From an optimization exercise on the open Yosys and OpenROAD flow, aimed at small area and a short achievable clock period; shortcuts taken in it are not production practice. In this exercise RTL edits were held to simulation tests only and were not proved equivalent to the original. Power figures rest on the tool's default switching activity, not on a simulated workload.

==> inputs of run K <==
Design processor, start of the top module:
module processor(
    input clk,
    input pc_reset,
    input pc_enable,
    input [31:0] instr,
    input [31:0] data_out,
    output wire[31:0] data_in,
    output wire[31:0] inst_addr,
    output wire[31:0] data_addr,
    output wire mem_read_ctrlsig,
    output wire mem_write_ctrlsig
    );
clock: 13.0 ns
lec_check: 0
cap_margin: 20
core_margin: 2
core_utilization: 40
cts_buf_list: sky130_fd_sc_hd__clkbuf_16
cts_cluster_diameter: 80
cts_cluster_size: 20
setup_slack_margin: 5
slew_margin: 20
synth_hierarchical: 1
synth_minimum_keep_size: 0
tns_end_percent: 0
run.sh (not shown) runs the stock make flow with config.mk's settings and CLKGATE_MAP_FILE= SYNTH_SCRIPT=/design/flow/synth_recipe.tcl, a recipe that flattens the netlist after the stock synthesis.
==> inputs of run B, as changes to run K <==
==> flow/design.v (replaced) <==
module processor(
    input clk,
    input pc_reset,
    input pc_enable,
    input [31:0] instr,
    input [31:0] data_out,
    output wire[31:0] data_in,
    output wire[31:0] inst_addr,
    output wire[31:0] data_addr,
    output wire mem_read_ctrlsig,
    output wire mem_write_ctrlsig
    );
wire [5:0] op = instr[31:26];
wire [4:0] rs = instr[25:21];
wire [4:0] rt = instr[20:16];
wire [4:0] rd = instr[15:11];
wire [3:0] fn = instr[3:0];
wire [31:0] sext = {{16{instr[15]}}, instr[15:0]};
wire is_r    = op == 6'b000000;
wire is_addi = op == 6'b001000;
wire is_lw   = op == 6'b100011;
wire is_sw   = op == 6'b101011;
wire is_beq  = op == 6'b000100;
wire is_j    = op == 6'b000010;
assign mem_read_ctrlsig  = is_lw;
assign mem_write_ctrlsig = is_sw;
reg [31:0] rf [0:31];
reg [31:0] valid;
reg [31:0] a, b;
integer k;
always @* begin
    a = 32'd0;
    b = 32'd0;
    for (k = 0; k < 32; k = k + 1) begin
        a = a | (rf[k] & {32{valid[k] & (rs == k)}});
        b = b | (rf[k] & {32{valid[k] & (rt == k)}});
    end
end
wire [31:0] sum_imm = a + sext;
assign data_addr = sum_imm;
assign data_in   = b;
wire sub = fn[1];
wire [32:0] addsub = {1'b0, a} + {1'b0, b ^ {32{sub}}} + {32'd0, sub};
wire eq = a == b;
wire lt_rs_rt = addsub[31] ^ ((a[31] ^ b[31]) & (a[31] ^ addsub[31]));
wire slt = ~lt_rs_rt & ~eq;
reg [31:0] rres;
always @* begin
    case (fn)
        4'b0000, 4'b0010: rres = addsub[31:0];
        4'b0100: rres = a & b;
        4'b0101: rres = a | b;
        4'b1010: rres = {31'd0, slt};
        default: rres = 32'd0;
    endcase
end
wire we = is_r | is_addi | is_lw;
wire [4:0] wa = is_r ? rd : rt;
wire [31:0] wd = is_lw ? data_out : (is_addi ? sum_imm : rres);
always @(posedge clk)
    if (we) rf[wa] <= wd;
always @(posedge clk or posedge pc_reset)
    if (pc_reset) valid <= 32'd0;
    else if (we) valid[wa] <= 1'b1;
reg [31:2] pc;
assign inst_addr = {pc, 2'b00};
wire [31:2] pc4 = pc + 30'd1;
wire [31:2] btarget = pc4 + sext[29:0];
wire [31:2] pc_next = is_j ? {pc4[31:28], instr[25:0]} :
                      (is_beq & eq) ? btarget : pc4;
always @(posedge clk or posedge pc_reset)
    if (pc_reset) pc <= 30'h00000C00;
    else if (pc_enable) pc <= pc_next;
endmodule
Settings changed: CTS_BUF_LIST sky130_fd_sc_hd__clkbuf_16 to default, CTS_CLUSTER_DIAMETER 80 to default, CTS_CLUSTER_SIZE 20 to default, SETUP_SLACK_MARGIN 5 to 1.0, SYNTH_HIERARCHICAL 1 to default, SYNTH_MINIMUM_KEEP_SIZE 0 to default, TNS_END_PERCENT 0 to default.
==> comparison <==
Run K completed without violations. Run B ran to the end with no violations.
Against run B, the via count of run K is higher by about 12%.
In run B the design area is larger than in run K, by 4.0%.
Between run B and run K, the lower non-clock buffer count is in run B (gap 67).
Against run B, the sequential power of run K is smaller by 11%.
In run B the synthesized cell count is lower than in run K, by 25%.
Between run B and run K, the lower worst setup slack is in run B (gap 2.8 ns).
Between run K and run B, the lower total power is in run K (gap about 20%, measured against run B).
In run K the clock skew is higher than in run B, by 0.0051 ns.
Of run B and run K, run K has the higher cell count (gap 19%, measured against run K).
Sequential share of layout area: run K is lower than run B (15 points).
Of run B and run K, run B has the higher count of clock-buffer cells in the layout (gap 55).
==> figures <==
metric	run B	run K
P_comb	0.000972 W	0.000786 W
Count of yosys warnings during synthesis	1	8
Switching Power	0.002111 W	0.001841 W
Path length in cells of the critical path	24	17
Final clock skew	0.04582 ns	0.05088 ns
Synth Area in Adders	0.03851	0.02327
Gate power share	0.117	0.119
Last element of the critical path	data_addr[31]	data_addr[12]
Clock Network Area Fraction	0.06159	0.03505
Final core occ	0.4698	0.4832
Routing usage on met3	0.1619	0.1372
Core Region	131800 µm²	123200 µm²
Minimum clock period	11.85 ns	9.063 ns
Vias post-DR	47145	52940
Total die area	136000 µm²	126500 µm²
Simple-gate portion of the synthesized area	0.1005	0.1625
FF-to-FF End	rf[15][30]	rf[736]
Number of antenna repair diodes	7	5
Achievable Freq	84.37 MHz	110.3 MHz
Cts bufs inserted	111	70
Worst slack, placed	0.3947 ns	2.325 ns
Outcome	complete, no violations	complete, no violations
Global Route Usage Sum	0.3806	0.3768

-- what the ideal ports hide --
The results above use ideal ports. As a check the final layouts listed here were re-extracted and re-timed, cells and wires unchanged.
Step 1 assumes that a clkbuf_16 drives the clock port and a buf_2 every other input.
Step 2, shift: input delay + t, output delay - t, t = (earliest + latest rising clock arrival at the registers) / 2. This alone moves slack from input paths to output paths.
Slacks: no drivers / after step 1 / after step 2; pairs: no drivers / after step 1.
| run | t (ns) | slack for setup (ns) | worst setup path at the end | latest minus earliest clock arrival (ns) |
|---|---|---|---|---|
| run K | 0.756 | 3.937 / 3.871 / 3.252 | input to register | 0.051 / 0.051 |
| run B | 0.836 | 1.147 / 1.127 / 1.127 | input to output | 0.046 / 0.046 |
After both steps setup and hold are still met in every run listed. For run K, which loses most, drivers alone change the setup slack by -0.066 ns; drivers and shift together by -0.685 ns.
